Background: an optimization exercise with open tools, aiming at a short achievable clock period and few clock cycles. Do not read the settings as production practice. The RTL was checked by simulation tests, not by an equivalence proof against the original design. Power and IR drop assume default switching activity.

File: flow/config.mk
export PLATFORM = sky130hd
export DESIGN_NAME = myCPU
export DESIGN_NICKNAME = myCPU
export VERILOG_FILES = /design/flow/design.v
export SDC_FILE = /design/flow/constraint.sdc
export NUM_CORES = 4
export LEC_CHECK = 0
export ABC_CLOCK_PERIOD_IN_PS = 3000
export CAP_MARGIN = 20
export CORE_MARGIN = 2
export CORE_UTILIZATION = 40
export SETUP_SLACK_MARGIN = 5.0
export SLEW_MARGIN = 20
File: flow/constraint.sdc
create_clock -name core_clock -period 8.5 [get_ports {cpu_clk}]
set_input_delay 1.7000 -clock core_clock [delete_from_list [all_inputs] [get_ports {cpu_clk}]]
set_output_delay 1.7000 -clock core_clock [all_outputs]
set_load 0.01 [all_outputs]
File: flow/design.v
`timescale 1ns / 1ps
module ksadd #(parameter W = 32) (
  input  wire [W-1:0] a,
  input  wire [W-1:0] b,
  input  wire         ci,
  output wire [W-1:0] s,
  output wire [W-1:0] sn
);
  wire [W-1:0] p0 = a ^ b;
  wire [W-1:0] g0 = (a & b) | {{(W-1){1'b0}}, p0[0] & ci};
  wire [6*W-1:0] g, p;
  assign g[W-1:0] = g0;
  assign p[W-1:0] = p0;
  genvar l, i;
  generate
    for (l = 0; l < 5; l = l + 1) begin : lv
      for (i = 0; i < W; i = i + 1) begin : bt
        if (i >= (1 << l)) begin : m
          assign g[(l+1)*W+i] = g[l*W+i] | (p[l*W+i] & g[l*W+i-(1 << l)]);
          assign p[(l+1)*W+i] = p[l*W+i] & p[l*W+i-(1 << l)];
        end else begin : c
          assign g[(l+1)*W+i] = g[l*W+i];
          assign p[(l+1)*W+i] = p[l*W+i];
        end
      end
    end
  endgenerate
  wire [W-1:0] c = {g[5*W+W-2:5*W], ci};
  assign s  = p0 ^ c;
  assign sn = ~(p0 ^ c);
endmodule
module slt32 (
  input  wire [31:0] a,
  input  wire [31:0] b,
  output wire        lt
);
  wire [31:0] x = {~a[31], a[30:0]};
  wire [31:0] y = {~b[31], b[30:0]};
  wire [31:0] l0 = ~x & y;
  wire [31:0] e0 = ~(x ^ y);
  wire [15:0] l1, e1;
  wire [7:0]  l2, e2;
  wire [3:0]  l3, e3;
  wire [1:0]  l4, e4;
  genvar i;
  generate
    for (i = 0; i < 16; i = i + 1) begin : g1
      assign l1[i] = l0[2*i+1] | (e0[2*i+1] & l0[2*i]);
      assign e1[i] = e0[2*i+1] & e0[2*i];
    end
    for (i = 0; i < 8; i = i + 1) begin : g2
      assign l2[i] = l1[2*i+1] | (e1[2*i+1] & l1[2*i]);
      assign e2[i] = e1[2*i+1] & e1[2*i];
    end
    for (i = 0; i < 4; i = i + 1) begin : g3
      assign l3[i] = l2[2*i+1] | (e2[2*i+1] & l2[2*i]);
      assign e3[i] = e2[2*i+1] & e2[2*i];
    end
    for (i = 0; i < 2; i = i + 1) begin : g4
      assign l4[i] = l3[2*i+1] | (e3[2*i+1] & l3[2*i]);
      assign e4[i] = e3[2*i+1] & e3[2*i];
    end
  endgenerate
  assign lt = l4[1] | (e4[1] & l4[0]);
endmodule
module myCPU (
    input  wire         cpu_rst,
    input  wire         cpu_clk,
    output wire [13:0]  inst_addr,
    input  wire [31:0]  inst,
    output wire [31:0]  Bus_addr,
    input  wire [31:0]  Bus_rdata,
    output wire         Bus_wen,
    output wire [31:0]  Bus_wdata
);
localparam OP_R    = 7'b0110011;
localparam OP_I    = 7'b0010011;
localparam OP_LOAD = 7'b0000011;
localparam OP_S    = 7'b0100011;
localparam OP_B    = 7'b1100011;
localparam OP_LUI  = 7'b0110111;
localparam OP_JAL  = 7'b1101111;
localparam OP_JALR = 7'b1100111;
wire clk = cpu_clk;
wire rst = cpu_rst;
reg  [31:0] pc_f;
reg  [15:0] bv;
reg  [7:0]  btag [0:15];
reg  [13:0] btgt [0:15];
reg  [5:0]  bcnt  [0:15];
reg  [5:0]  btrip [0:15];
reg  [15:0] bconf, bexit;
reg         ID_valid;
reg  [31:0] ID_inst;
reg  [31:0] ID_pc;
reg  [31:0] ID_pc4;
reg         ID_pred, ID_pnt;
reg  [31:0] ID_pnext;
reg  [15:0] ID_jr1, ID_jr2;
reg         ID_jr1x, ID_jr2x;
reg         EX_valid;
reg  [31:0] EX_A, EX_Bx, EX_S;
reg         EX_sfwd;
reg         EX_sub, EX_arith;
reg         EX_sel_add, EX_sel_and, EX_sel_or, EX_sel_xor, EX_sel_sll, EX_sel_sr, EX_sel_link;
reg  [4:0]  EX_rd;
reg         EX_wen, EX_ld, EX_st, EX_br, EX_jal, EX_jalr, EX_back;
reg  [2:0]  EX_f3;
reg         EX_pnpc4;
reg         EX_zadd;
reg  [31:0] EX_nimm;
reg  [31:0] EX_pnext, EX_chk, EX_tgt, EX_pc4, EX_pc;
reg         mis_r;
reg  [31:0] tgt_a, tgt_n;
reg         tgt_s;
reg  [13:0] pc_o;
reg  [31:0] MEM_res, MEM_sd;
reg         MEM_we, MEM_wen, MEM_ld, MEM_ctrl, MEM_taken, MEM_tagm, MEM_back, MEM_link;
reg  [4:0]  MEM_rd;
reg  [31:0] MEM_pc;
reg  [13:0] MEM_tgt;
reg  [5:0]  MEM_cnt1, MEM_cnt0;
reg  [5:0]  EX_bcnt, EX_btrip;
reg         EX_bconf;
reg         MEM_ext, MEM_cnf;
reg  [31:0] WB_val;
reg         WB_wen;
reg  [4:0]  WB_rd;
reg  [31:0] rf [1:31];
wire [3:0]  bidx     = pc_f[5:2];
wire [15:0] bm;
genvar bi;
generate
  for (bi = 0; bi < 16; bi = bi + 1) begin : btbm
    assign bm[bi] = bv[bi] & (btag[bi] == pc_f[13:6]);
  end
endgenerate
wire        btb_any  = bm[bidx];
wire        btb_ex   = bexit[bidx];
wire [31:0] pc_f4    = pc_f + 32'd4;
assign inst_addr = pc_o;
wire        fs = inst[31];
wire [31:0] f_imm_b = {{19{fs}}, fs, inst[7], inst[30:25], inst[11:8], 1'b0};
wire [31:0] f_imm_j = {{11{fs}}, fs, inst[19:12], inst[20], inst[30:21], 1'b0};
wire [31:0] f_imm_i = {{20{fs}}, inst[31:20]};
wire [16:0] f_jr1, f_jr2, f_unr1, f_unr2;
ksadd #(17) u_jr1 (.a({1'b0, ID_pc4[15:0]}), .b({1'b0, f_imm_i[15:0]}), .ci(1'b0), .s(f_jr1), .sn(f_unr1));
ksadd #(17) u_jr2 (.a({1'b0, EX_pc4[15:0]}), .b({1'b0, f_imm_i[15:0]}), .ci(1'b0), .s(f_jr2), .sn(f_unr2));
wire        f_jal = (inst[6:0] == 7'b1101111);
wire        f_bwd = (inst[6:0] == 7'b1100011) & fs;
wire        f_jf  = f_jal | f_bwd;
wire [13:0] f_fb, f_fj, f_fbn, f_fjn;
ksadd #(14) u_fb (.a(pc_f[15:2]), .b(f_imm_b[15:2]), .ci(1'b0), .s(f_fb), .sn(f_fbn));
ksadd #(14) u_fj (.a(pc_f[15:2]), .b(f_imm_j[15:2]), .ci(1'b0), .s(f_fj), .sn(f_fjn));
wire [13:0] f_fast = f_jal ? f_fj : f_fb;
wire [13:0] pred_lo  = btb_any ? (btb_ex ? pc_f4[15:2] : btgt[bidx]) :
                                 (f_jf ? f_fast : pc_f4[15:2]);
wire [31:0] pred_nxt = {pc_f4[31:16], pred_lo, pc_f4[1:0]};
wire [6:0] op  = ID_inst[6:0];
wire [2:0] f3  = ID_inst[14:12];
wire [4:0] rd  = ID_inst[11:7];
wire [4:0] rs1 = ID_inst[19:15];
wire [4:0] rs2 = ID_inst[24:20];
wire is_r    = (op == OP_R);
wire is_i    = (op == OP_I);
wire is_ld   = (op == OP_LOAD);
wire is_st   = (op == OP_S);
wire is_br   = (op == OP_B);
wire is_lui  = (op == OP_LUI);
wire is_jal  = (op == OP_JAL);
wire is_jalr = (op == OP_JALR);
wire use1    = is_r | is_i | is_ld | is_st | is_br | is_jalr;
wire use2    = is_r | is_st | is_br;
wire wen     = (is_r | is_i | is_ld | is_lui | is_jal | is_jalr) & (rd != 5'd0);
wire use_imm = is_i | is_ld | is_st | is_lui | is_jalr;
wire s = ID_inst[31];
wire [31:0] imm_i = {{20{s}}, ID_inst[31:20]};
wire [31:0] imm_s = {{20{s}}, ID_inst[31:25], ID_inst[11:7]};
wire [31:0] imm_u = {ID_inst[31:12], 12'b0};
wire [31:0] imm   = is_lui ? imm_u : is_st ? imm_s : imm_i;
wire [31:0] imm_j = {{11{s}}, s, ID_inst[19:12], ID_inst[20], ID_inst[30:21], 1'b0};
wire [31:0] imm_b = {{19{s}}, s, ID_inst[7], ID_inst[30:25], ID_inst[11:8], 1'b0};
wire [31:0] id_tgtj, id_tgtb, id_tgtjn, id_tgtbn;
ksadd #(32) u_tgtj (.a(ID_pc), .b(imm_j), .ci(1'b0), .s(id_tgtj), .sn(id_tgtjn));
ksadd #(32) u_tgtb (.a(ID_pc), .b(imm_b), .ci(1'b0), .s(id_tgtb), .sn(id_tgtbn));
wire [31:0] id_tgt = is_jal ? id_tgtj : id_tgtb;
wire [31:0] id_chk, id_chkn;
ksadd #(32) u_chk (.a(ID_pnext), .b(~imm_i), .ci(1'b1), .s(id_chk), .sn(id_chkn));
wire sub_id = is_br | (is_r & (f3 == 3'b000) & ID_inst[30]);
wire [31:0] id_nimm, id_nimmn;
ksadd #(32) u_nimm (.a(32'd0), .b(~imm), .ci(1'b1), .s(id_nimm), .sn(id_nimmn));
wire [31:0] mem_fwd = MEM_ld ? Bus_rdata : MEM_res;
wire [31:0] tgt_r = tgt_s ? tgt_a : tgt_n;
wire m2       = ID_valid & (tgt_s ? (ID_pc == tgt_a) : (ID_pc == tgt_n));
wire m3       = tgt_s ? (pc_f == tgt_a) : (pc_f == tgt_n);
wire kill_id  = mis_r & ~m2;
wire redirect = mis_r & ~m2 & ~m3;
wire ID_live  = ID_valid & ~kill_id;
wire ex_wen_l = EX_wen & ~mis_r;
wire h1_ex  = ex_wen_l & (EX_rd  == rs1);
wire h2_ex  = ex_wen_l & (EX_rd  == rs2);
wire h1_mem = MEM_wen & (MEM_rd == rs1);
wire h2_mem = MEM_wen & (MEM_rd == rs2);
wire h1_wb  = WB_wen  & (WB_rd  == rs1);
wire h2_wb  = WB_wen  & (WB_rd  == rs2);
wire stall = ID_live & EX_ld & ((h1_ex & use1) | (h2_ex & use2 & ~is_st));
wire [31:0] rf1 = (rs1 == 5'd0) ? 32'd0 : rf[rs1];
wire [31:0] rf2 = (rs2 == 5'd0) ? 32'd0 : rf[rs2];
wire lk_ex  = h1_ex & EX_sel_link;
wire lk_mem = ~h1_ex & h1_mem & MEM_link;
wire [31:0] lk_val = lk_ex ? EX_pc4 : MEM_res;
wire [31:0] jr_tgt = lk_ex ? {EX_pc4[31:16], ID_jr1} : {MEM_res[31:16], ID_jr2};
wire jr_ok    = is_jalr & ((lk_ex & ID_jr1x) | (lk_mem & ID_jr2x));
wire st_taken = jr_ok;
wire id_rd    = ~ID_pred & st_taken;
wire eqz      = (EX_A == EX_nimm);
wire id_nt    = ID_pred & is_br & ~f3[2] & (rs2 == 5'd0) & h1_ex & EX_zadd & (f3[0] ? eqz : ~eqz);
wire redir_id = ID_live & (id_rd | id_nt) & ~stall;
wire [31:0] rd_tgt = id_nt ? ID_pc4 : jr_tgt;
wire [31:0] sum, sumn;
ksadd #(32) u_alu (.a(EX_A), .b(EX_Bx), .ci(EX_sub), .s(sum), .sn(sumn));
wire        eq  = &(EX_A ^ EX_Bx);
wire        lt;
slt32 u_lt (.a(EX_A), .b(~EX_Bx), .lt(lt));
wire        cond = EX_f3[2] ? (lt ^ EX_f3[0]) : (eq ^ EX_f3[0]);
wire [31:0] sll = EX_A << EX_Bx[4:0];
wire [31:0] sr  = $signed({EX_arith & EX_A[31], EX_A}) >>> EX_Bx[4:0];
wire [31:0] ex_oth = ({32{EX_sel_and}}  & (EX_A & EX_Bx))
                   | ({32{EX_sel_or}}   & (EX_A | EX_Bx))
                   | ({32{EX_sel_xor}}  & (EX_A ^ EX_Bx))
                   | ({32{EX_sel_sll}}  & sll)
                   | ({32{EX_sel_sr}}   & sr)
                   | ({32{EX_sel_link}} & EX_pc4);
wire [31:0] ex_res = ({32{EX_sel_add}} & sum) | ex_oth;
wire eq_tgt = (EX_tgt == EX_pnext);
wire taken  = EX_jal | (EX_br & cond);
wire mT     = ~eq_tgt;
wire mN     = ~EX_pnpc4;
wire x1     = EX_f3[0] ? mN : mT;
wire x0     = EX_f3[0] ? mT : mN;
wire cc     = EX_f3[2] ? lt : eq;
wire mis_o  = EX_jalr ? (EX_A != EX_chk) : EX_jal ? mT : mN;
wire mis    = EX_valid & ~mis_r & (EX_br ? (cc ? x1 : x0) : mis_o);
wire s1_ex  = use1 & h1_ex;
wire s1_mem = use1 & ~h1_ex & h1_mem;
wire s1_wb  = use1 & ~h1_ex & ~h1_mem & h1_wb;
wire s1_rf  = use1 & ~h1_ex & ~h1_mem & ~h1_wb;
wire s2_ex  = h2_ex;
wire s2_mem = ~h2_ex & h2_mem;
wire s2_wb  = ~h2_ex & ~h2_mem & h2_wb;
wire s2_rf  = ~h2_ex & ~h2_mem & ~h2_wb;
wire [31:0] fwd1 = ({32{s1_ex & EX_sel_add}} & sum) | ({32{s1_ex}} & ex_oth)
                 | ({32{s1_mem}} & mem_fwd) | ({32{s1_wb}} & WB_val) | ({32{s1_rf}} & rf1);
wire [31:0] fwd2 = ({32{s2_mem}} & mem_fwd) | ({32{s2_wb}} & WB_val) | ({32{s2_rf}} & rf2);
wire [31:0] subv = {32{sub_id}};
wire [31:0] opb  = ({32{~use_imm & ~sub_id & s2_ex & EX_sel_add}} & sum)
                 | ({32{~use_imm &  sub_id & s2_ex & EX_sel_add}} & sumn)
                 | ({32{~use_imm & s2_ex & ~EX_sel_add}} & (ex_oth ^ subv))
                 | ({32{~use_imm & s2_mem}} & (mem_fwd ^ subv)) | ({32{~use_imm & s2_wb}} & (WB_val ^ subv))
                 | ({32{~use_imm & s2_rf}} & (rf2 ^ subv)) | ({32{use_imm}} & imm);
wire [31:0] pc_nxt = redirect ? tgt_r : stall ? pc_f : redir_id ? rd_tgt : pred_nxt;
wire sel_r = redirect;
wire sel_s = ~redirect & stall;
wire sel_i = ~redirect & ~stall & redir_id;
wire sel_p = ~redirect & ~stall & ~redir_id;
wire [13:0] pc_o_d = ({14{sel_r}} & tgt_r[15:2]) | ({14{sel_s}} & pc_o)
                   | ({14{sel_i}} & rd_tgt[15:2]) | ({14{sel_p}} & pred_lo);
always @(posedge clk or posedge rst) begin
  if (rst) begin
    pc_f     <= 32'd0;
    pc_o     <= 14'h0;
    ID_valid <= 1'b0;
    EX_valid <= 1'b0;
    EX_wen <= 1'b0; EX_ld <= 1'b0; EX_st <= 1'b0; EX_br <= 1'b0; EX_jal <= 1'b0; EX_jalr <= 1'b0; EX_back <= 1'b0;
    mis_r <= 1'b0;
    MEM_we <= 1'b0; MEM_wen <= 1'b0; MEM_ld <= 1'b0; MEM_ctrl <= 1'b0;
    WB_wen <= 1'b0;
  end else begin
    pc_f  <= pc_nxt;
    pc_o  <= pc_o_d;
    if (redirect | redir_id) ID_valid <= 1'b0;
    else if (!stall)      ID_valid <= 1'b1;
    if (stall | ~ID_live) begin
      EX_valid <= 1'b0;
      EX_wen <= 1'b0; EX_ld <= 1'b0; EX_st <= 1'b0; EX_br <= 1'b0; EX_jal <= 1'b0; EX_jalr <= 1'b0; EX_back <= 1'b0;
    end else begin
      EX_valid <= 1'b1;
      EX_wen  <= wen;
      EX_ld   <= is_ld;
      EX_st   <= is_st;
      EX_br   <= is_br;
      EX_jal  <= is_jal;
      EX_jalr <= is_jalr;
      EX_back <= is_br & s;
    end
    mis_r <= mis;
    MEM_we   <= EX_st & ~mis_r;
    MEM_wen  <= EX_wen & ~mis_r;
    MEM_ld   <= EX_ld & ~mis_r;
    MEM_ctrl <= (EX_br | EX_jal | EX_jalr) & ~mis_r;
    WB_wen <= MEM_wen;
  end
end
always @(posedge clk or posedge rst) begin
  if (rst) bv <= 16'd0;
  else if (MEM_ctrl) begin
    if (MEM_taken)                bv[MEM_pc[5:2]] <= 1'b1;
    else if (MEM_tagm & ~MEM_back) bv[MEM_pc[5:2]] <= 1'b0;
  end
end
always @(posedge clk) begin
  if (MEM_ctrl & MEM_taken) begin
    btag[MEM_pc[5:2]] <= MEM_pc[13:6];
    btgt[MEM_pc[5:2]] <= MEM_tgt;
  end
  if (MEM_ctrl) begin
    if (MEM_taken) begin
      if (MEM_tagm) begin
        bcnt[MEM_pc[5:2]]  <= MEM_cnt1;
        bexit[MEM_pc[5:2]] <= MEM_ext;
      end else begin
        bcnt[MEM_pc[5:2]]  <= 6'd1;
        bconf[MEM_pc[5:2]] <= 1'b0;
        bexit[MEM_pc[5:2]] <= 1'b0;
      end
    end else if (MEM_tagm & MEM_back) begin
      btrip[MEM_pc[5:2]] <= MEM_cnt0;
      bconf[MEM_pc[5:2]] <= MEM_cnf;
      bcnt[MEM_pc[5:2]]  <= 6'd0;
      bexit[MEM_pc[5:2]] <= 1'b0;
    end
  end
  if (!stall) begin
    ID_inst  <= inst;
    ID_pc    <= pc_f;
    ID_pc4   <= pc_f4;
    ID_pred  <= btb_any ? ~btb_ex : f_jf;
    ID_pnt   <= btb_any & btb_ex;
    ID_pnext <= pred_nxt;
    ID_jr1   <= f_jr1[15:0];
    ID_jr2   <= f_jr2[15:0];
    ID_jr1x  <= (f_jr1[16] == fs);
    ID_jr2x  <= (f_jr2[16] == fs);
  end
  EX_A       <= fwd1;
  EX_Bx      <= opb;
  EX_S       <= fwd2;
  EX_sfwd    <= s2_ex;
  EX_sub     <= sub_id;
  EX_arith   <= ID_inst[30];
  EX_sel_add <= ((is_r | is_i) & (f3 == 3'b000)) | is_ld | is_st | is_lui;
  EX_sel_and <= (is_r | is_i) & (f3 == 3'b111);
  EX_sel_or  <= (is_r | is_i) & (f3 == 3'b110);
  EX_sel_xor <= (is_r | is_i) & (f3 == 3'b100);
  EX_sel_sll <= (is_r | is_i) & (f3 == 3'b001);
  EX_sel_sr  <= (is_r | is_i) & (f3 == 3'b101);
  EX_sel_link <= is_jal | is_jalr;
  EX_rd      <= rd;
  EX_f3      <= f3;
  EX_pnext   <= id_rd ? jr_tgt : id_nt ? ID_pc4 : ID_pnext;
  EX_pnpc4   <= id_nt | (~id_rd & (ID_pnext == ID_pc4));
  EX_zadd    <= (is_i & (f3 == 3'b000)) | is_lui;
  EX_nimm    <= id_nimm;
  EX_chk     <= (id_rd & is_jalr) ? lk_val : id_chk;
  EX_tgt     <= id_tgt;
  EX_pc4     <= ID_pc4;
  EX_pc      <= ID_pc;
  EX_bcnt    <= bcnt[ID_pc[5:2]];
  EX_btrip   <= btrip[ID_pc[5:2]];
  EX_bconf   <= bconf[ID_pc[5:2]];
  tgt_a <= EX_jalr ? sum : EX_tgt;
  tgt_n <= EX_pc4;
  tgt_s <= EX_jalr | taken;
  MEM_res   <= ex_res;
  MEM_sd    <= EX_sfwd ? mem_fwd : EX_S;
  MEM_rd    <= EX_rd;
  MEM_taken <= taken | EX_jalr;
  MEM_tagm  <= bv[EX_pc[5:2]] & (btag[EX_pc[5:2]] == EX_pc[13:6]);
  MEM_back  <= EX_back;
  MEM_cnt0  <= EX_bcnt;
  MEM_cnt1  <= (EX_bcnt == 6'd63) ? 6'd63 : EX_bcnt + 6'd1;
  MEM_ext   <= EX_bconf & (EX_bcnt + 6'd1 == EX_btrip);
  MEM_cnf   <= (EX_bcnt != 6'd63);
  MEM_link  <= EX_sel_link;
  MEM_pc    <= EX_pc;
  MEM_tgt   <= EX_jalr ? sum[15:2] : EX_tgt[15:2];
  WB_val <= mem_fwd;
  WB_rd  <= MEM_rd;
  if (WB_wen) rf[WB_rd] <= WB_val;
end
assign Bus_addr  = MEM_res;
assign Bus_wdata = MEM_sd;
assign Bus_wen   = MEM_we;
endmodule
File: flow/run.sh
#!/bin/bash
# synth_recipe.tcl (not shown) runs the flow's synth.tcl, then flattens the netlist and writes it again
# the make line also repeats each setting of config.mk as NAME=value (left out here)
make -C /OpenROAD-flow-scripts/flow DESIGN_CONFIG=/design/flow/config.mk WORK_HOME=/design/flow/orfs CLKGATE_MAP_FILE= SYNTH_SCRIPT=/design/flow/synth_recipe.tcl finish
==> impl_metrics.ini, run 1 <==
[outcome]
status = finished clean

[worst_setup_path]
crit_slowest_cell = mux4_2
worst-path-buf-inv = 2
r2r-start = pc_f[9]
crit_type = flip-flop to flip-flop
slowest_delay_ns = 0.66
critPathTopFamily = simple AND/OR/NAND/NOR gates
worstSetupEndpointType = flip-flop
reg2reg_depth = 12
cp.required_ns = 9.28
worstPathArrival_ns = 4.38
worstPathMaxFanout = 6
reg2reg_slack_ns = 4.90
cp_common_cell = a21o_1
worstReg2RegEnd = pc_o[1]
worstPathCellList = buf_12 -> buf_8 -> xor2_2 -> nor4_2 -> nand4_1 -> nor4_4 -> o31ai_4 -> mux4_2 -> or2_4 -> o221a_4 -> a21o_1 -> a21o_1
timing.critical_path.from_type = flip-flop

[placed_design]
placed_area_um2 = 119000
dp.final_hpwl_mm = 281
io_buffer_count = 144
gp_congestion = 1.00

[logic_synthesis]
yosysWarnings = 1
synth-main-ff-cell = edfxtp_1
synth_top_area_share = 0.458
synth.avg_cell_area_um2 = 14.3
synthArstFlopShare = 0.0335
synth_common_cells = edfxtp_1, mux4_2, nor2_1, dfxtp_1, nand2_1
synthesis.nets = 8124
yosysMostFrequentCell = edfxtp_1
synth_seq_area_share = 0.566
yosys.area.top_type = edfxtp_1
yosysUniqueCellTypes = 91
synth-seq-cells = 2297
synth-edff-count = 1711
synth_area_um2 = 112000
syn_inst = 7850
synthTopCellsByArea = edfxtp_1, mux4_2, dfxtp_1

[final_layout]
drive_gt1_frac = 0.278
multi_input_area_um2 = 48700
seq_area_um2 = 63800
final_nets = 8467
syn2layout_area_growth_pct = 18.2
fin_area_um2 = 133000
utilization = 0.475
num-fill-cells = 23934

[sta]
finalHoldViolCount = 0
fin_tns_setup_ns = 0
fin_crit_ns = 3.60
rsz0062_at_grt = yes
whs_ns = 0.341
skew_ns = 0.122
clock.fmax_ghz = 0.278
maxSlewViolCount = 0
worst_pin_slew_ns = 1.20
finalSetupViolCount = 0
period_share = 0.423
maxSlewHeadroom = 0.196

[hold_path]
whs_path_depth = 0
hp-start = MEM_rd[1]
min_to = WB_rd[1]
hp-class = flip-flop to flip-flop

[pwr]
p_leak_nw = 46.3
vdd_ir_drop_max_uv = 209
power_density_nw_per_um2 = 276

[routing]
viasPerCell = 6.36
first_pass_iters = 8
wl_per_cell_um = 35.4
drc = 0
vias = 77211
wirelength_mm = 430
ant_nets = 0
drtIter0Drc = 10931

[run]
maxCapViolCount = 0

[cts]
numCtsBuffers = 245
path_clk_slew_ns = 0.06
cts-root-buf = clkbuf_16
cts_buffer_depth = 4
insertion_delay_ns = 0.96
htreeDepth = 4
tritoncts = built
cts.sinks = 2297

[global_routing]
antenna_found_initial = 38
grt_pass1_wl_mm = 591
first_global_vias = 73900
track_usage = 0.293
grt_max_degree = 95
grt_overflow = 0

[floorplan]
rows = 194
die_w_um = 534
start_util = 0.402
core_area_um2 = 279000
die_h_um = 534
die-area_um2 = 285000
ioPinCount = 145
-- cells in the final DEF (no fill, tap or decap), types with 58 or more instances in the layout --
master            n
xor2_1          230
buf_4           338
nor3_1           99
a22oi_1          70
xnor2_1         300
nand2_1         389
a21o_1          140
dfxtp_1         422
o21ai_0         281
nand4_1          58
o211ai_1         60
mux2_2          128
nand3_1          97
nor2_1          473
dlygate4sd2_1    75
inv_1           142
mux4_2          809
a211oi_1        102
ha_1            157
edfxtp_1       1711
dfrtp_1          66
mux2i_1         233
a21oi_1         275
clkbuf_16       255
-- logic make-up (layout without fill, tap and decap cells) --
logic type	Yosys count	after routing	share of synthesized area
buffers and inverters	687	1244	0.0241
AND/OR/NAND/NOR	1490	1490	0.0612
XOR/XNOR	545	545	0.0425
AO/OA/AOI/OAI	1391	1391	0.0815
flip-flops	2297	2297	0.566
adder cells (fa/ha/maj)	208	208	0.0238
multiplexers	1232	1233	0.201
other	0	14	0
-- sequential cells by signal, summed over array words and instances, names as in the netlist, 96 cells and up, named ones only --
register  count
rf          992
btgt        224
bcnt         96
btag        128
btrip        96
-- worst max path at each step --
stage | cells after the start | start | endpoint
after floorplan | 13 | inst[9] | pc_f[14]
after global placement | 14 | inst[20] | ID_jr1x
after detailed placement | 14 | inst[20] | ID_jr1x
after CTS | 10 | EX_Bx[1] | EX_Bx[13]
after global routing | 14 | pc_f[9] | pc_f[6]
final | 12 | pc_f[9] | pc_o[1]
-- cell type report --
type                    count  area share
well taps                3724      0.0351
clock inverters           138      0.0109
diodes                     14    0.000264
repair buffers            620      0.0500
flip-flops and latches   2297       0.480
repair inverters            1   0.0000566
inverters                 161     0.00509
multi-input cells        4867       0.367
clock buffers             324      0.0508
-- routing by layer --
layer,routed length (um),global-route usage,up-vias
met5,124,0,-
met4,24600,0.138,18
met3,42600,0.0524,906
met2,191000,0.442,4681
met1,172000,0.413,40043
li1,-,-,31563
-- report_power, final --
| group | switching [mW] | internal [mW] | leakage [nW] |
|---|---|---|---|
| registers | 1.67 | 13.6 | 20.8 |
| logic | 5.84 | 4.53 | 21.4 |
| clock network | 4.65 | 6.33 | 4.01 |
| total | 12.2 | 24.4 | 46.3 |
-- per-stage QoR --
step	total power, mW	std cells	setup WS [ns]
after floorplan	20.6	7850	4.66
after global placement	24.3	11442	3.28
after detailed placement	24.3	11442	3.28
after CTS	36.1	12058	4.85
after global routing	37.7	12136	4.77
final	36.6	12146	4.90
-- what timing repair did --
item | in CTS | in global routing
endpoints found under the setup margin | 570 | 215
pin swaps | 48 | 73
gates resized for setup | 578 | 251
hold buffers | 0 | 0
setup buffers | 128 | 67
cloned | 26 | 6
Testbench counts, summed over its fixed seeds: cycles 205,280.
==> inputs of run 2 (changes only) <==
==> flow/flow/run.sh (new file) <==
#!/bin/bash
set -euo pipefail
echo "export SETUP_SLACK_MARGIN = 6.0" >> config.mk
bash standard.sh finish > standard_flow.log 2>&1
==> flow/standard.sh (new file) <==
#!/bin/bash
# synth_recipe.tcl (not shown) runs the flow's synth.tcl, then flattens the netlist and writes it again
# the make line also repeats each setting of config.mk as NAME=value (left out here)
make -C /OpenROAD-flow-scripts/flow DESIGN_CONFIG=/design/flow/config.mk WORK_HOME=/design/flow/orfs CLKGATE_MAP_FILE= SYNTH_SCRIPT=/design/flow/synth_recipe.tcl "${@:-finish}"
--- a/flow/config.mk
+++ b/flow/config.mk
@@ -9,5 +9,5 @@
 export CAP_MARGIN = 20
 export CORE_MARGIN = 2
 export CORE_UTILIZATION = 40
-export SETUP_SLACK_MARGIN = 5.0
 export SLEW_MARGIN = 20
+export SETUP_SLACK_MARGIN = 6.0
removed: flow/run.sh
==> run 2 against run 1 <==
Still clean on timing, DRC and antenna. Final cell count rose by 5.9%. Combinational power rose by 24%. Sequential power barely moved. Wire length rose by 8.7%. Register-to-register slack improved by 0.06 ns. Sequential cell count did not move. Non-clock buffer count rose by 687. Via count rose by 8.0%. Core utilization rose by 5.3 points. First-iteration DRC count rose by 12%. Critical endpoint is now pc_f[8].
==> impl_metrics.ini, run 2 <==
[sta]
period_share = 0.416
finalSetupViolCount = 0
worst_pin_slew_ns = 1.11
clock.fmax_ghz = 0.283
rsz0062_at_grt = yes
maxSlewViolCount = 0
skew_ns = 0.125
fin_crit_ns = 3.53
maxSlewHeadroom = 0.254
setup_ws_ns = 4.97
finalHoldViolCount = 0
fin_tns_setup_ns = 0

[logic_synthesis]
synth_top_family_by_area = multiplexers
synth-seq-cells = 2297
synth_compound_area_frac = 0.0815
synth_fa_ha_area_frac = 0.0238
yosys.area.top_type = edfxtp_1
synth_area_um2 = 112000
yosysMostFrequentCell = edfxtp_1
synthMuxAreaShare = 0.201
synthesis.nets = 8124
syn_inst = 7850
synth_top_area_share = 0.458
synth_xor_area_frac = 0.0425
synth.avg_cell_area_um2 = 14.3
synthTopCellsByArea = edfxtp_1, mux4_2, dfxtp_1
yosysWarnings = 1
synth-main-ff-cell = edfxtp_1
synth_common_cells = edfxtp_1, mux4_2, nor2_1, dfxtp_1, nand2_1
synth-edff-count = 1711
synthArstFlopShare = 0.0335
synth_seq_area_share = 0.566
synthSimpleGateAreaFrac = 0.0612
yosysUniqueCellTypes = 91

[final_layout]
largest-register = rf
multi_input_area_um2 = 53900
largest_register_ffs = 992
final_common_cell = edfxtp_1
drive_gt1_frac = 0.417
seq_area_um2 = 63900
final_nets = 9183
most-common-layout-cells = edfxtp_1, mux4_2, buf_4, nor2_1, dfxtp_1
num-fill-cells = 22340
syn2layout_area_growth_pct = 31.4

[worst_setup_path]
worstSetupEndpointType = flip-flop
worstPathMaxFanout = 10
timing.critical_path.from_type = flip-flop
critPathTopFamily = compound AO/OA/AOI/OAI gates
r2r-start = pc_f[10]
crit_start = pc_f[10]
reg2reg_slack_ns = 4.97
worst-path-buf-inv = 4
cp_num_cells = 14
slowest_delay_ns = 0.53
worstPathCellList = buf_4 -> bufbuf_16 -> xor2_1 -> nor3_1 -> nand3_1 -> o311ai_1 -> o31ai_4 -> mux4_2 -> buf_12 -> buf_8 -> a211oi_4 -> a31oi_4 -> a211o_1 -> a21o_1
worstReg2RegEnd = pc_f[8]
crit_slowest_cell = mux4_2
crit_path_end = pc_f[8]
worstPathArrival_ns = 4.33
reg2reg_depth = 14
crit_type = flip-flop to flip-flop
cp.required_ns = 9.30

[cts]
htreeDepth = 4
hold_buffers = 0
cts-root-buf = clkbuf_16
numCtsBuffers = 242
cts.sinks = 2297
insertion_delay_ns = 0.97
tritoncts = built
path_clk_slew_ns = 0.07
cts_buffer_depth = 4

[outcome]
status = finished clean

[global_routing]
grt_overflow = 0
track_usage = 0.317
grt_pass1_wl_mm = 637
first_global_vias = 80306
antenna_found_initial = 30
grt_max_degree = 80

[floorplan]
die_w_um = 534
core_area_um2 = 279000
start_util = 0.402
die-area_um2 = 285000
ioPinCount = 145
rows = 194
die_h_um = 534

[pwr]
power_density_nw_per_um2 = 264
vdd_ir_drop_max_uv = 213
p_leak_nw = 52.1

[routing]
wirelength_mm = 468
ant_nets = 0
wl_per_cell_um = 36.4
vias = 83371
viasPerCell = 6.48
drc = 0
drtIter0Drc = 12247
first_pass_iters = 8

[placed_design]
io_buffer_count = 144
gp_congestion = 0.994
dp_slack_ns = 3.39
dp.final_hpwl_mm = 272

[run]
maxCapViolCount = 0

[hold_path]
hp-class = flip-flop to flip-flop
hp-start = EX_pc[4]
run 2: what timing repair did:
action                                  4_1_cts  5_1_grt
gates cloned                                117       14
endpoints found under the hold margin         0        0
pin swaps                                   394      329
gates resized for setup                    2124      434
endpoints found under the setup margin     1474      950
setup buffers                               655      216
run 2: cell families (layout without fill, tap and decap cells):
kind of cell	Yosys count	after routing
AO/OA/AOI/OAI	1391	1392
flip-flops	2297	2297
multiplexers	1232	1233
adder cells (fa/ha/maj)	208	208
AND/OR/NAND/NOR	1490	1494
other	0	17
XOR/XNOR	545	545
buffers and inverters	687	1950
run 2: where the power goes:
group          switching (mW)  total [mW]  leakage [nW]  internal, mW
Clock                    4.69        10.7          3.81          5.97
Sequential               1.85        15.4          20.9          13.6
Combinational            6.78        12.9          27.5          6.16
run 2: how the worst min path moves through the flow:
stage                            to  slack (ns)  cells past startpoint
final                     MEM_pc[4]        0.36                      0
after global routing      MEM_pc[4]        0.37                      0
after CTS                 MEM_pc[4]        0.36                      0
after detailed placement   MEM_back        0.34                      0
after global placement     MEM_back        0.34                      0
after floorplan            MEM_back        0.32                      0
run 2: per-layer routing:
| metal | GRT usage | vias up | part of all wire |
|---|---|---|---|
| met2 | 0.469 | 6025 | 0.44 |
| met4 | 0.187 | 10 | 0.072 |
| met1 | 0.424 | 42877 | 0.38 |
| met5 | 0 | - | 0.00014 |
| met3 | 0.0774 | 1381 | 0.12 |
| li1 | - | 33078 | - |
run 2: area by class of cell:
cell class / instances / share of cell area
Multi-Input combinational cell: 4872 / 0.365
Inverter: 161 / 0.00478
Antenna cell: 17 / 0.000288
Tap cell: 3724 / 0.0316
Sequential cell: 2297 / 0.433
Clock inverter: 153 / 0.00978
Clock buffer: 301 / 0.0432
Timing Repair inverter: 28 / 0.00297
Timing Repair Buffer: 1307 / 0.109
run 2: through the flow:
stage | instances | utilization | power, mW | area [um2] | hold slack [ns]
after floorplan | 7850 | - | 20.9 | 115000 | 0.324
final | 12860 | 0.528 | 39.0 | 148000 | 0.364
after global placement | 11387 | 0.428 | 24.5 | 120000 | 0.344
after CTS | 12613 | 0.512 | 37.8 | 143000 | 0.363
after detailed placement | 11387 | 0.428 | 24.5 | 120000 | 0.342
after global routing | 12845 | 0.528 | 40.0 | 148000 | 0.367
run 2: worst register-to-register path: cells and delay by family (launching register included):
kind                   cells  cell delay (ns)
flip-flops                 1             0.43
AND/OR/NAND/NOR            2             0.43
AO/OA/AOI/OAI              6             1.06
buffers and inverters      4             0.80
XOR/XNOR                   1             0.19
multiplexers               1             0.53
==> inputs of run 3 (changes only) <==
--- a/flow/design.v
+++ b/flow/design.v
@@ -85,7 +85,7 @@
 wire rst = cpu_rst;
 reg  [31:0] pc_f;
 reg  [15:0] bv;
-reg  [7:0]  btag [0:15];
+reg  [5:0]  btag [0:15];
 reg  [13:0] btgt [0:15];
 reg  [5:0]  bcnt  [0:15];
 reg  [5:0]  btrip [0:15];
@@ -132,7 +132,7 @@
 genvar bi;
 generate
   for (bi = 0; bi < 16; bi = bi + 1) begin : btbm
-    assign bm[bi] = bv[bi] & (btag[bi] == pc_f[13:6]);
+    assign bm[bi] = bv[bi] & (btag[bi] == pc_f[11:6]);
   end
 endgenerate
 wire        btb_any  = bm[bidx];
@@ -310,7 +310,7 @@
 end
 always @(posedge clk) begin
   if (MEM_ctrl & MEM_taken) begin
-    btag[MEM_pc[5:2]] <= MEM_pc[13:6];
+    btag[MEM_pc[5:2]] <= MEM_pc[11:6];
     btgt[MEM_pc[5:2]] <= MEM_tgt;
   end
   if (MEM_ctrl) begin
@@ -375,7 +375,7 @@
   MEM_sd    <= EX_sfwd ? mem_fwd : EX_S;
   MEM_rd    <= EX_rd;
   MEM_taken <= taken | EX_jalr;
-  MEM_tagm  <= bv[EX_pc[5:2]] & (btag[EX_pc[5:2]] == EX_pc[13:6]);
+  MEM_tagm  <= bv[EX_pc[5:2]] & (btag[EX_pc[5:2]] == EX_pc[11:6]);
   MEM_back  <= EX_back;
   MEM_cnt0  <= EX_bcnt;
   MEM_cnt1  <= (EX_bcnt == 6'd63) ? 6'd63 : EX_bcnt + 6'd1;
==> run 3 against run 2 <==
Still clean on timing, DRC and antenna. Worst hold slack better by 0.0033 ns. Sequential power hardly changed. Critical path depth is 1 higher. Core utilization is 0.28 points lower. Area after synthesis is 0.93% lower. Die area is 0.92% lower. Final cell count is 1.1% lower. Largest cell class unchanged.
==> impl_metrics.ini, run 3 <==
[cts]
cts-root-buf = clkbuf_16
numCtsBuffers = 240
insertion_delay_ns = 0.98
cts.sinks = 2261
cts_buffer_depth = 4
htreeDepth = 4
tritoncts = built
path_clk_slew_ns = 0.07

[logic_synthesis]
synth_common_cells = edfxtp_1, mux4_2, nor2_1, dfxtp_1, nand2_1
yosysMostFrequentCell = edfxtp_1
synth.avg_cell_area_um2 = 14.3
synth-edff-count = 1679
synth_area_um2 = 111000
yosysUniqueCellTypes = 100
synthArstFlopShare = 0.0341
synthesis.nets = 8073
yosysWarnings = 1
synth-seq-cells = 2261
yosys.area.top_type = edfxtp_1
synth_top_area_share = 0.453
synth-main-ff-cell = edfxtp_1
syn_inst = 7799
synthTopCellsByArea = edfxtp_1, mux4_2, dfxtp_1
synth_seq_area_share = 0.561

[outcome]
status = finished clean

[sta]
finalHoldViolCount = 0
fin_tns_setup_ns = 0
maxSlewHeadroom = 0.249
fin_crit_ns = 3.51
skew_ns = 0.120
maxSlewViolCount = 0
clock.fmax_ghz = 0.285
setup_ws_ns = 4.99
worst_pin_slew_ns = 1.12
period_share = 0.414
finalSetupViolCount = 0
rsz0062_at_grt = yes

[worst_setup_path]
critPathTopFamily = compound AO/OA/AOI/OAI gates
cp_common_cell = buf_12
worstPathArrival_ns = 4.31
reg2reg_slack_ns = 4.99
crit_slowest_cell = a2111oi_4
worst-path-buf-inv = 3
timing.critical_path.from_type = flip-flop
crit_type = flip-flop to flip-flop
slowest_delay_ns = 0.54
worstPathCellList = buf_12 -> buf_12 -> ha_4 -> inv_2 -> fa_2 -> nor2b_2 -> o31a_1 -> o2111ai_2 -> and4_4 -> nor4_4 -> a2111oi_4 -> or3_4 -> nand3_4 -> a2111o_1 -> o211a_1
cp.required_ns = 9.29
r2r-start = ID_pc[1]
worstPathMaxFanout = 2
worstSetupEndpointType = flip-flop
reg2reg_depth = 15
worstReg2RegEnd = EX_tgt[31]

[hold_path]
min_to = MEM_pc[3]
hp-class = flip-flop to flip-flop
whs_path_depth = 0
hp-start = EX_pc[3]

[pwr]
vdd_ir_drop_max_uv = 213
p_clk_frac = 0.281
switching_share = 0.341
power_density_nw_per_um2 = 265
seqPwrFrac = 0.394
net-switching-power_mw = 13.1
p_leak_nw = 52.2
power.combinational.fraction = 0.325
intPower_mw = 25.4

[routing]
vias = 82191
drc = 0
ant_nets = 0
viasPerCell = 6.46
first_pass_iters = 7
wl_per_cell_um = 36.4
wirelength_mm = 464
drtIter0Drc = 11402

[global_routing]
grt_overflow = 0
grt_max_degree = 67
track_usage = 0.317
first_global_vias = 78605
grt_pass1_wl_mm = 633
antenna_found_initial = 31

[final_layout]
final_nets = 9069
final_common_cell = edfxtp_1
most-common-layout-cells = edfxtp_1, mux4_2, buf_4, dfxtp_1, nor2_1
largest_register_ffs = 992
largest-register = rf
syn2layout_area_growth_pct = 30.6
drive_gt1_frac = 0.414

[floorplan]
die_h_um = 531
core_area_um2 = 276000
ioPinCount = 145
start_util = 0.402
rows = 193
die_w_um = 531
die-area_um2 = 282000

[placed_design]
io_buffer_count = 144
dp_slack_ns = 3.35
gp_congestion = 0.993
dp.final_hpwl_mm = 272

[run]
maxCapViolCount = 0
[run 3: cell types whose count changed after synthesis, sizes merged, moves of 12 or more]
cell,delta
xnor2,-15
edfxtp,-32
xor2,-49
a211oi,-17
buf,+32
nand3,+12
o22ai,+19
a21oi,-13
clkbuf,-31
inv,+35
[run 3: area by class of cell]
cell class	count	area, um2
timing repair inverter	9	144
sequential	2261	62800
multi-input combinational	4826	53300
fill	22254	131000
clock buffer	319	6600
tap	3705	4640
antenna	13	32.5
clock inverter	133	1410
timing repair buffer	1258	15500
inverter	199	850
[run 3: what timing repair did]
action                                   CTS  global route
pin swaps                                356           312
endpoints found under the setup margin  1147           815
gates resized for setup                 1915           491
gates cloned                             123            11
setup buffers                            601           193
hold buffers                               0             0
[run 3: power by group through the flow]
stage	combinational [mW]	sequential (mW)	clock [mW]
2_1_floorplan	6.51	14.3	0
3_3_place_gp	8.81	15.4	0
3_5_place_dp	8.84	15.4	0
6_report	12.5	15.2	10.8
4_1_cts	11.3	15.1	10.9
5_1_grt	13.0	15.2	11.3
[run 3: worst max path at each step]
stage	cells after the start	startpoint	slack, ns	to
floorplan	11	inst[28]	4.62	ID_pnext[15]
global placement	14	inst[20]	3.41	ID_jr1x
detailed placement	14	inst[20]	3.35	ID_jr1x
CTS	15	ID_pc[1]	5.07	EX_tgt[31]
global route	15	ID_pc[1]	4.96	EX_tgt[31]
finish	15	ID_pc[1]	4.99	EX_tgt[31]
[run 3: kinds of logic (layout without fill, tap and decap cells)]
| group | Yosys count | after routing | synth area share |
|---|---|---|---|
| AOI/OAI and AO/OA | 1382 | 1385 | 0.0838 |
| xor gates and xnor gates | 481 | 481 | 0.0379 |
| adders and majority gates | 208 | 208 | 0.0240 |
| buffers and inverters | 726 | 1918 | 0.0268 |
| DFF | 2261 | 2261 | 0.561 |
| muxes | 1228 | 1229 | 0.203 |
| other | 0 | 13 | 0 |
| and+or+nand+nor | 1513 | 1523 | 0.0634 |
[run 3: routing by layer]
layer	GRT usage	wire [um]	vias to the layer above
met1	0.424	174000	42269
met3	0.0774	53000	1346
li1	-	-	32807
met2	0.469	201000	5739
met5	0	199	-
met4	0.187	35000	30
[run 3: worst register-to-register path, delay by kind of cell (launching register included)]
family          cells  cell delay [ns]
compound gates      5             1.56
fa+ha+maj           2             0.37
buf+inv             3             0.34
flops               1             0.43
simple gates        5             0.70
[run 3: per-stage QoR]
step           std cells  cell area [um2]   util  total power, mW  hold WS (ns)
2_1_floorplan       7799           114000      -             20.8         0.324
3_3_place_gp       11330           119000  0.429             24.2         0.353
3_5_place_dp       11330           119000  0.429             24.2         0.355
4_1_cts            12506           141000  0.511             37.3         0.365
5_1_grt            12711           145000  0.525             39.5         0.370
6_report           12723           145000  0.525             38.5         0.367
Testbench counts of run 3, summed over its fixed seeds: cycles 205,280.
==> inputs of run 4 (changes only) <==
--- a/flow/design.v
+++ b/flow/design.v
@@ -114,6 +114,7 @@
 reg  [31:0] tgt_a, tgt_n;
 reg         tgt_s;
 reg  [13:0] pc_o;
+reg  [9:0]  pc_bn;
 reg  [31:0] MEM_res, MEM_sd;
 reg         MEM_we, MEM_wen, MEM_ld, MEM_ctrl, MEM_taken, MEM_tagm, MEM_back, MEM_link;
 reg  [4:0]  MEM_rd;
@@ -127,12 +128,12 @@
 reg         WB_wen;
 reg  [4:0]  WB_rd;
 reg  [31:0] rf [1:31];
-wire [3:0]  bidx     = pc_f[5:2];
+wire [3:0]  bidx     = ~pc_bn[3:0];
 wire [15:0] bm;
 genvar bi;
 generate
   for (bi = 0; bi < 16; bi = bi + 1) begin : btbm
-    assign bm[bi] = bv[bi] & (btag[bi] == pc_f[11:6]);
+    assign bm[bi] = bv[bi] & (btag[bi] == ~pc_bn[9:4]);
   end
 endgenerate
 wire        btb_any  = bm[bidx];
@@ -269,6 +270,7 @@
   if (rst) begin
     pc_f     <= 32'd0;
     pc_o     <= 14'h0;
+    pc_bn    <= 10'h3ff;
     ID_valid <= 1'b0;
     EX_valid <= 1'b0;
     EX_wen <= 1'b0; EX_ld <= 1'b0; EX_st <= 1'b0; EX_br <= 1'b0; EX_jal <= 1'b0; EX_jalr <= 1'b0; EX_back <= 1'b0;
@@ -278,6 +280,7 @@
   end else begin
     pc_f  <= pc_nxt;
     pc_o  <= pc_o_d;
+    pc_bn <= ~pc_nxt[11:2];
     if (redirect | redir_id) ID_valid <= 1'b0;
     else if (!stall)      ID_valid <= 1'b1;
     if (stall | ~ID_live) begin
==> run 4 against run 3 <==
Sequential power barely moved. Clock skew decreased by 0.0089 ns. Non-clock buffer count rose by 36. Global-route usage grew 0.28 points. Critical path type unchanged. Fmax shrank 3.2%. Synthesized cell count increased by 0.85%. Clock-buffer cell count fell by 17. Via count about the same. Final cell count grew 0.76%. Register-to-register slack worse by 0.12 ns. Wire length rose by 0.71%. Total power fell by 0.34%. Largest power group unchanged.
==> impl_metrics.ini, run 4 <==
[logic_synthesis]
synth-main-ff-cell = edfxtp_1
synth_seq_area_share = 0.564
yosysWarnings = 1
yosys.area.top_type = edfxtp_1
synth-seq-cells = 2271
synthesis.nets = 8139
synthTopCellsByArea = edfxtp_1, mux4_2, dfxtp_1
synth_top_area_share = 0.454
synth.avg_cell_area_um2 = 14.1
synthArstFlopShare = 0.0383
yosysMostFrequentCell = edfxtp_1
synth_area_um2 = 111000
syn_inst = 7865
synth_common_cells = edfxtp_1, mux4_2, nor2_1, dfxtp_1, nand2_1
synth-edff-count = 1679
yosysUniqueCellTypes = 93

[pwr]
power_density_nw_per_um2 = 263
p_leak_nw = 51.9
vdd_ir_drop_max_uv = 234

[final_layout]
drive_gt1_frac = 0.420
num-fill-cells = 22461
seq_area_um2 = 63100
multi_input_area_um2 = 53500
syn2layout_area_growth_pct = 31.1
fin_area_um2 = 146000
fin_cells = 12820
most-common-layout-cells = edfxtp_1, mux4_2, buf_4, nor2_1, nand2_1
final_common_cell = edfxtp_1
largest-register = rf
largest_register_ffs = 992
utilization = 0.527
final_nets = 9170

[floorplan]
ioPinCount = 145
start_util = 0.402
die-area_um2 = 282000
die_w_um = 531
die_h_um = 531
core_area_um2 = 276000
rows = 193

[placed_design]
io_buffer_count = 144
placed_area_um2 = 118000
gp_congestion = 1.00
dp_cells = 11396
dp.final_hpwl_mm = 281

[routing]
vias = 82124
drtIter0Drc = 11730
first_pass_iters = 9
wirelength_mm = 467
viasPerCell = 6.41
ant_nets = 0
wl_per_cell_um = 36.4
drc = 0

[cts]
numCtsBuffers = 243
htreeDepth = 4
tritoncts = built
path_clk_slew_ns = 0.07
insertion_delay_ns = 0.91
cts.sinks = 2271
cts-root-buf = clkbuf_16
hold_buffers = 0
cts_buffer_depth = 4

[worst_setup_path]
timing.critical_path.from_type = flip-flop
worstPathArrival_ns = 4.36
critPathTopFamily = simple AND/OR/NAND/NOR gates
crit_start = MEM_taken
worstPathCellList = buf_4 -> buf_12 -> buf_16 -> mux2i_4 -> xnor2_1 -> nor4_1 -> nand3_1 -> o31ai_4 -> or3b_4 -> and3_4 -> buf_12 -> a21bo_2 -> a21o_1
crit_type = flip-flop to flip-flop
worstSetupEndpointType = flip-flop
reg2reg_depth = 13
slowest_delay_ns = 0.46
crit_slowest_cell = or3b_4
r2r-start = MEM_taken
worstPathMaxFanout = 12
cp.required_ns = 9.22
cp_num_cells = 13
cp_common_cell = buf_12
worst-path-buf-inv = 4

[sta]
worst_pin_slew_ns = 1.12
maxSlewHeadroom = 0.250
period_share = 0.427
rsz0062_at_grt = yes
skew_ns = 0.112
finalSetupViolCount = 0
maxSlewViolCount = 0
clock.fmax_ghz = 0.275
finalHoldViolCount = 0
fin_tns_setup_ns = 0
fin_crit_ns = 3.63

[global_routing]
track_usage = 0.320
grt_max_degree = 66
grt_overflow = 0
first_global_vias = 78109
grt_pass1_wl_mm = 628
antenna_found_initial = 36

[hold_path]
whs_path_depth = 0
hp-start = EX_back
hp-class = flip-flop to flip-flop

[outcome]
status = finished clean

[run]
maxCapViolCount = 0
run 4: metal layers:
metal / share of wire / wire length [um] / GRT usage / up-vias
met5: 0.00034 / 157 / 0 / -
met4: 0.075 / 35000 / 0.192 / 22
met3: 0.11 / 51400 / 0.0724 / 1281
met2: 0.43 / 203000 / 0.471 / 5462
met1: 0.38 / 178000 / 0.431 / 42482
li1: - / - / - / 32877
run 4: layout make-up:
cell class	count	area share
Sequential cell	2271	0.433
Multi-Input combinational cell	4887	0.367
Timing Repair Buffer	1294	0.107
Clock buffer	302	0.0443
Tap cell	3705	0.0318
Clock inverter	149	0.0105
Inverter	194	0.00561
Timing Repair inverter	5	0.000258
Antenna cell	13	0.000223
run 4: worst paths after layout:
check,endpoint,slack [ns]
worst max-delay path,pc_o[13],4.87
worst min-delay path,MEM_back,0.34
worst max register to register,pc_o[13],4.87
worst min register to register,MEM_back,0.34
max in group asynchronous,pc_o[12],6.11
min in group asynchronous,pc_f[20],1.39
run 4: cells by family after synthesis:
group	count (synthesis)	share of synthesized area
DFF	2271	0.564
and+or+nand+nor	1523	0.0628
AOI/OAI and AO/OA	1422	0.0822
muxes	1211	0.200
buffers and inverters	710	0.0258
xor gates and xnor gates	520	0.0410
adders and majority gates	208	0.0240
run 4: what timing repair did:
| item | in CTS | in global routing |
|---|---|---|
| gates cloned | 77 | 30 |
| endpoints found under the setup margin | 1130 | 822 |
| pin swaps | 387 | 367 |
| resized for setup | 1951 | 636 |
| buffers inserted | 609 | 244 |
run 4: power breakdown:
part	leakage [nW]	switching (mW)	total [mW]	internal, mW
combinational	27.4	6.39	12.1	5.72
sequential	20.6	2.00	15.5	13.4
clock	3.89	4.61	10.8	6.20
run 4: through the flow:
step                      power, mW  hold WS, ns  worst slack (ns)
after floorplan                20.6        0.324              3.90
after global placement         24.1        0.328              3.03
after detailed placement       24.1        0.330              2.99
after CTS                      37.0        0.345              5.11
after global routing           39.4        0.356              4.88
final                          38.4        0.344              4.87
Testbench counts of run 4, summed over its fixed seeds: cycles 205,280.
==> inputs of run 5 (changes only) <==
--- a/flow/config.mk
+++ b/flow/config.mk
@@ -9,5 +9,6 @@
 export CAP_MARGIN = 20
 export CORE_MARGIN = 2
 export CORE_UTILIZATION = 40
+export PLACE_DENSITY = 0.7
 export SLEW_MARGIN = 20
 export SETUP_SLACK_MARGIN = 6.0
==> run 5 against run 4 <==
Still clean. Clock power is essentially flat. Clock skew grew 0.024 ns. Core utilization grew 0.69 points. Total power grew 0.70%. First-iteration DRC count grew 15%. Sequential cell count is the same. Setup slack gained 0.095 ns. Cell area grew 1.3%. Sequential share of layout area shrank 0.54 points. Largest power group unchanged.
==> impl_metrics.ini, run 5 <==
[placed_design]
gp_congestion = 1.04
dp.final_hpwl_mm = 273
dp_slack_ns = 3.39
io_buffer_count = 144

[cts]
cts.sinks = 2271
cts-root-buf = clkbuf_16
htreeDepth = 4
insertion_delay_ns = 0.96
tritoncts = built
numCtsBuffers = 235
path_clk_slew_ns = 0.06
cts_buffer_depth = 4

[floorplan]
die_h_um = 531
rows = 193
ioPinCount = 145
core_area_um2 = 276000
start_util = 0.402
die_w_um = 531
die-area_um2 = 282000

[final_layout]
final_nets = 9328
largest-register = rf
largest_register_ffs = 992
final_common_cell = edfxtp_1
most-common-layout-cells = edfxtp_1, mux4_2, buf_4, nor2_1, nand2_1
syn2layout_area_growth_pct = 32.8
drive_gt1_frac = 0.427

[routing]
drtIter0Drc = 13474
vias = 85911
wl_per_cell_um = 36.8
drc = 0
ant_nets = 0
wirelength_mm = 477
viasPerCell = 6.62
first_pass_iters = 8

[sta]
period_share = 0.416
fin_tns_setup_ns = 0
setup_ws_ns = 4.96
fin_crit_ns = 3.54
clock.fmax_ghz = 0.283
worst_pin_slew_ns = 1.27
rsz0062_at_grt = yes
finalHoldViolCount = 0
skew_ns = 0.135
maxSlewHeadroom = 0.153
finalSetupViolCount = 0
maxSlewViolCount = 0

[global_routing]
track_usage = 0.322
grt_pass1_wl_mm = 639
grt_overflow = 0
grt_max_degree = 66
first_global_vias = 81786
antenna_found_initial = 43

[hold_path]
hp-start = MEM_rd[1]
hp-class = flip-flop to flip-flop

[worst_setup_path]
worstPathArrival_ns = 4.35
cp.required_ns = 9.31
r2r-start = MEM_taken
crit_start = MEM_taken
worstPathMaxFanout = 9
worstSetupEndpointType = flip-flop
timing.critical_path.from_type = flip-flop
crit_type = flip-flop to flip-flop

[logic_synthesis]
yosys.area.top_type = edfxtp_1
yosysUniqueCellTypes = 93
synth_seq_area_share = 0.564
synth_common_cells = edfxtp_1, mux4_2, nor2_1, dfxtp_1, nand2_1
synthArstFlopShare = 0.0383
yosysMostFrequentCell = edfxtp_1
yosysWarnings = 1
synth-seq-cells = 2271
synth.avg_cell_area_um2 = 14.1
synth_top_area_share = 0.454
synth_area_um2 = 111000
syn_inst = 7865
synthesis.nets = 8139
synthTopCellsByArea = edfxtp_1, mux4_2, dfxtp_1
synth-edff-count = 1679
synth-main-ff-cell = edfxtp_1

[pwr]
p_leak_nw = 53.0
power_density_nw_per_um2 = 262
vdd_ir_drop_max_uv = 228

[outcome]
status = finished clean

[run]
maxCapViolCount = 0
run 5: final cells by class:
type / instances / area [um2]
inverters: 194 / 868
clock inverters: 135 / 1380
well taps: 3705 / 4640
fillers: 21288 / 129000
repair inverters: 6 / 60.1
flip-flops and latches: 2271 / 63100
clock buffers: 299 / 6320
repair buffers: 1458 / 17700
diodes: 17 / 42.5
multi-input cells: 4888 / 53500
run 5: final timing paths:
| path | depth (start not counted) | slack [ns] | end |
|---|---|---|---|
| max reg2reg | 14 | 4.96 | pc_bn[5] |
| min | 0 | 0.33 | WB_rd[1] |
| max in group asynchronous | 4 | 6.13 | MEM_ld |
| min reg2reg | 0 | 0.33 | WB_rd[1] |
| min in group asynchronous | 3 | 1.39 | pc_o[2] |
| max | 14 | 4.96 | pc_bn[5] |
run 5: power breakdown:
| part | internal, mW | switching [mW] |
|---|---|---|
| Clock | 5.96 | 4.62 |
| Sequential | 13.4 | 1.89 |
| Combinational | 5.99 | 6.74 |
| Total | 25.4 | 13.3 |
run 5: logic make-up (layout without fill, tap and decap cells):
group	Yosys count	after routing	synth area share
and+or+nand+nor	1523	1526	0.0628
AOI/OAI and AO/OA	1422	1422	0.0822
buffers and inverters	710	2092	0.0258
muxes	1211	1212	0.200
other	0	17	0
DFF	2271	2271	0.564
adders and majority gates	208	208	0.0240
xor gates and xnor gates	520	520	0.0410
run 5: critical path: stages, from the launching register on:
cell and delay (ns):
dfxtp_4 0.37, buf_12 0.14, buf_6 0.15, mux2i_4 0.20
xnor2_1 0.75, nor3_1 0.17, nand3_1 0.19, o31ai_4 0.09
buf_4 0.16, o21bai_4 0.18, buf_12 0.14, buf_12 0.14
buf_6 0.13, or2_2 0.38, and4_1 0.23
run 5: what timing repair did:
action                                  in CTS  in global routing
pin swaps                                  338                353
cloned                                     123                 22
buffers inserted                           694                274
endpoints found under the setup margin    1506                915
endpoints found under the hold margin        0                  0
hold buffers                                 0                  0
gates resized for setup                   2029                624
run 5: through the flow:
stage / instance area (um2) / utilization / std cells / total power, mW / hold slack, ns
floorplan: 114000 / - / 7865 / 20.6 / 0.324
global placement: 119000 / 0.429 / 11407 / 23.9 / 0.333
detailed placement: 119000 / 0.429 / 11407 / 24.0 / 0.329
CTS: 142000 / 0.514 / 12658 / 36.8 / 0.342
global route: 148000 / 0.534 / 12963 / 39.5 / 0.351
finish: 148000 / 0.534 / 12973 / 38.6 / 0.333
run 5: routing by layer:
layer	share of wire	vias up	wire length, um	GRT usage
met5	0.00037	-	179	0
met4	0.098	26	46600	0.241
met3	0.13	2103	61800	0.0906
met2	0.44	7510	209000	0.486
met1	0.33	43089	159000	0.394
li1	-	33183	-	-
==> inputs of run 6 (changes only) <==
--- a/flow/design.v
+++ b/flow/design.v
@@ -114,7 +114,6 @@
 reg  [31:0] tgt_a, tgt_n;
 reg         tgt_s;
 reg  [13:0] pc_o;
-reg  [9:0]  pc_bn;
 reg  [31:0] MEM_res, MEM_sd;
 reg         MEM_we, MEM_wen, MEM_ld, MEM_ctrl, MEM_taken, MEM_tagm, MEM_back, MEM_link;
 reg  [4:0]  MEM_rd;
@@ -128,12 +127,12 @@
 reg         WB_wen;
 reg  [4:0]  WB_rd;
 reg  [31:0] rf [1:31];
-wire [3:0]  bidx     = ~pc_bn[3:0];
+wire [3:0]  bidx     = pc_f[5:2];
 wire [15:0] bm;
 genvar bi;
 generate
   for (bi = 0; bi < 16; bi = bi + 1) begin : btbm
-    assign bm[bi] = bv[bi] & (btag[bi] == ~pc_bn[9:4]);
+    assign bm[bi] = bv[bi] & (btag[bi] == pc_f[11:6]);
   end
 endgenerate
 wire        btb_any  = bm[bidx];
@@ -270,7 +269,6 @@
   if (rst) begin
     pc_f     <= 32'd0;
     pc_o     <= 14'h0;
-    pc_bn    <= 10'h3ff;
     ID_valid <= 1'b0;
     EX_valid <= 1'b0;
     EX_wen <= 1'b0; EX_ld <= 1'b0; EX_st <= 1'b0; EX_br <= 1'b0; EX_jal <= 1'b0; EX_jalr <= 1'b0; EX_back <= 1'b0;
@@ -280,7 +278,6 @@
   end else begin
     pc_f  <= pc_nxt;
     pc_o  <= pc_o_d;
-    pc_bn <= ~pc_nxt[11:2];
     if (redirect | redir_id) ID_valid <= 1'b0;
     else if (!stall)      ID_valid <= 1'b1;
     if (stall | ~ID_live) begin
==> flow/flow/run.sh (replaced) <==
#!/bin/bash
set -euo pipefail
echo "export SETUP_SLACK_MARGIN = 6.5" >> config.mk
bash standard.sh finish > standard_flow.log 2>&1
--- a/flow/config.mk
+++ b/flow/config.mk
@@ -9,6 +9,5 @@
 export CAP_MARGIN = 20
 export CORE_MARGIN = 2
 export CORE_UTILIZATION = 40
-export PLACE_DENSITY = 0.7
 export SLEW_MARGIN = 20
-export SETUP_SLACK_MARGIN = 6.0
+export SETUP_SLACK_MARGIN = 6.5
==> run 6 against run 5 <==
Final cell count is 0.38% higher. Core utilization grew 1.3 points. Worst hold slack improved by 0.012 ns. Clock skew about the same. Total power grew 2.8%. First-iteration DRC count fell by 6.8%. Synthesized cell count decreased by 0.84%. Global-route usage increased by 0.066 points. Setup slack improved by 0.020 ns. Wire length increased by 0.21%. Sequential cell count decreased by 10. Area after synthesis about the same.
==> impl_metrics.ini, run 6 <==
[worst_setup_path]
cp_num_cells = 14
reg2reg_depth = 14
crit_start = ID_inst[31]
slowest_delay_ns = 0.52
r2r-start = ID_inst[31]
worstPathCellList = buf_6 -> clkbuf_16 -> ha_4 -> a21oi_2 -> o21ai_2 -> or4_4 -> o211ai_4 -> nor4_4 -> buf_6 -> a2111oi_4 -> or3_4 -> nand3_4 -> a2111o_1 -> o211a_1
crit_slowest_cell = or4_4
crit_path_end = EX_tgt[31]
crit_type = flip-flop to flip-flop
cp.required_ns = 9.31
worstSetupEndpointType = flip-flop
reg2reg_slack_ns = 4.98
timing.critical_path.from_type = flip-flop
worst-path-buf-inv = 3
worstPathMaxFanout = 5
worstPathArrival_ns = 4.33
cp_common_cell = buf_6
critPathTopFamily = compound AO/OA/AOI/OAI gates
worstReg2RegEnd = EX_tgt[31]

[logic_synthesis]
synth-seq-cells = 2261
synth-edff-count = 1679
synthTopCellsByArea = edfxtp_1, mux4_2, dfxtp_1
yosys.area.top_type = edfxtp_1
yosysMostFrequentCell = edfxtp_1
synth_top_area_share = 0.453
synth_area_um2 = 111000
synth-main-ff-cell = edfxtp_1
synth.avg_cell_area_um2 = 14.3
synth_common_cells = edfxtp_1, mux4_2, nor2_1, dfxtp_1, nand2_1
synthArstFlopShare = 0.0341
yosysWarnings = 1
synth_seq_area_share = 0.561
syn_inst = 7799
yosysUniqueCellTypes = 100
synthesis.nets = 8073

[sta]
skew_ns = 0.135
fin_crit_ns = 3.52
maxSlewViolCount = 0
finalSetupViolCount = 0
rsz0062_at_grt = yes
finalHoldViolCount = 0
setup_ws_ns = 4.98
fin_tns_setup_ns = 0
period_share = 0.414
maxSlewHeadroom = 0.327
worst_pin_slew_ns = 1.01
clock.fmax_ghz = 0.284

[routing]
vias = 84590
viasPerCell = 6.50
first_pass_iters = 9
ant_nets = 0
drc = 0
drtIter0Drc = 12554
wirelength_mm = 478
wl_per_cell_um = 36.7

[final_layout]
largest-register = rf
fin_cells = 13022
largest_register_ffs = 992
syn2layout_area_growth_pct = 36.0
final_nets = 9365
multi_input_area_um2 = 55200
drive_gt1_frac = 0.457
final_common_cell = edfxtp_1
seq_area_um2 = 62900
num-fill-cells = 21382
most-common-layout-cells = edfxtp_1, mux4_2, buf_4, dfxtp_1, buf_6

[placed_design]
dp_cells = 11298
dp.final_hpwl_mm = 267
dp_slack_ns = 3.09
gp_congestion = 0.995
io_buffer_count = 144

[cts]
cts.sinks = 2261
numCtsBuffers = 245
htreeDepth = 4
path_clk_slew_ns = 0.06
cts-root-buf = clkbuf_16
hold_buffers = 0
tritoncts = built
insertion_delay_ns = 0.96
cts_buffer_depth = 4

[pwr]
total_power_mw = 39.7
power_density_nw_per_um2 = 262
vdd_ir_drop_max_uv = 198
p_leak_nw = 54.5

[global_routing]
track_usage = 0.323
first_global_vias = 80495
grt_overflow = 0
grt_max_degree = 62
grt_pass1_wl_mm = 644
antenna_found_initial = 35

[hold_path]
hp-class = flip-flop to flip-flop

[floorplan]
start_util = 0.402
die-area_um2 = 282000
rows = 193
core_area_um2 = 276000
die_w_um = 531
ioPinCount = 145
die_h_um = 531

[outcome]
status = finished clean

[run]
maxCapViolCount = 0
[run 6: cell count changes in the layout (fill, tap and decap cells not counted), moves of 25 or more]
cell      delta
a211oi_2    +25
nand2_1     -68
nor2_4      +77
buf_12      +83
a21oi_1     -69
xor2_1      -37
o21ai_1     -25
nor2_1      -50
[run 6: report_power, final]
group	leakage [nW]	internal [mW]	switching, mW
clock	4.04	6.58	4.64
combinational	29.7	6.33	6.91
sequential	20.8	13.4	1.89
[run 6: worst min-delay path by stage]
| stage | start | to | slack (ns) | cells past startpoint |
|---|---|---|---|---|
| floorplan | EX_back | MEM_back | 0.32 | 0 |
| global placement | EX_pc[4] | MEM_pc[4] | 0.34 | 0 |
| detailed placement | EX_back | MEM_back | 0.34 | 0 |
| CTS | EX_pc[4] | MEM_pc[4] | 0.34 | 0 |
| global route | EX_pc[4] | MEM_pc[4] | 0.36 | 0 |
| finish | EX_pc[4] | MEM_pc[4] | 0.34 | 0 |
[run 6: cell type report]
cell class | count | share of cell area
Sequential cell | 2261 | 0.415
Multi-Input combinational cell | 4841 | 0.365
Timing Repair Buffer | 1527 | 0.126
Clock buffer | 313 | 0.0440
Tap cell | 3705 | 0.0306
Clock inverter | 141 | 0.0110
Inverter | 199 | 0.00585
Timing Repair inverter | 16 | 0.00168
Antenna cell | 19 | 0.000314
[run 6: stage by stage]
step / utilization / hold slack, ns / cell area, um2
finish: 0.547 / 0.344 / 151000
detailed placement: 0.431 / 0.343 / 119000
global placement: 0.431 / 0.337 / 119000
global route: 0.547 / 0.355 / 151000
CTS: 0.526 / 0.343 / 145000
floorplan: - / 0.324 / 115000
[run 6: cell families after synthesis]
group,share of synthesized area
AOI/OAI and AO/OA,0.0838
muxes,0.203
adders and majority gates,0.0240
DFF,0.561
buffers and inverters,0.0268
and+or+nand+nor,0.0634
xor gates and xnor gates,0.0379
[run 6: worst reg2reg max path, delay by kind of cell, from the launching register on]
family                     cells  cell delay [ns]
AOI/OAI and AO/OA              6             1.35
adders and majority gates      1             0.18
buffers and inverters          3             0.50
DFF                            1             0.46
and+or+nand+nor                4             0.92
[run 6: layer usage]
metal | part of all wire | global-route usage | vias to the layer above | wire length (um)
met5 | 0.00019 | 0 | - | 90
li1 | - | - | 33397 | -
met2 | 0.43 | 0.471 | 6420 | 205000
met1 | 0.36 | 0.427 | 43143 | 172000
met4 | 0.082 | 0.209 | 12 | 39400
met3 | 0.13 | 0.0826 | 1618 | 61800
[run 6: repair_timing]
| action | in CTS | in global routing |
|---|---|---|
| buffers inserted | 780 | 307 |
| endpoints found under the setup margin | 2407 | 1371 |
| cloned | 140 | 22 |
| gates resized for setup | 2172 | 635 |
| pin swaps | 415 | 386 |
| endpoints found under the hold margin | 0 | 0 |
Testbench counts of run 6, summed over its fixed seeds: cycles 205,280.

==> port drivers added, routing unchanged <==
The flow's constraints put no driver on any port. The routed layouts listed below were extracted and timed again, unchanged, in two steps.
Step 1 sets driving cells, clkbuf_16 on the clock port and buf_2 on the other inputs (assumed; they add their load-dependent delay and slew).
Step 2 also shifts input and output timing later by t, the mid clock arrival at the registers, as if the neighbouring blocks saw the same clock.
a / b / c = ideal / step 1 / step 2; a / b = the first two.
run | t, ns | slack for setup (ns)
run 1 | 0.986 | 4.905 / 4.905 / 4.107
run 2 | 0.998 | 4.968 / 4.968 / 4.180
run 3 | 1.022 | 4.985 / 4.985 / 4.074
run 4 | 0.950 | 4.868 / 4.868 / 4.227
run 5 | 0.971 | 4.963 / 4.963 / 4.179
run 6 | 0.995 | 4.984 / 4.984 / 4.033
After both steps every run listed still meets setup and hold.
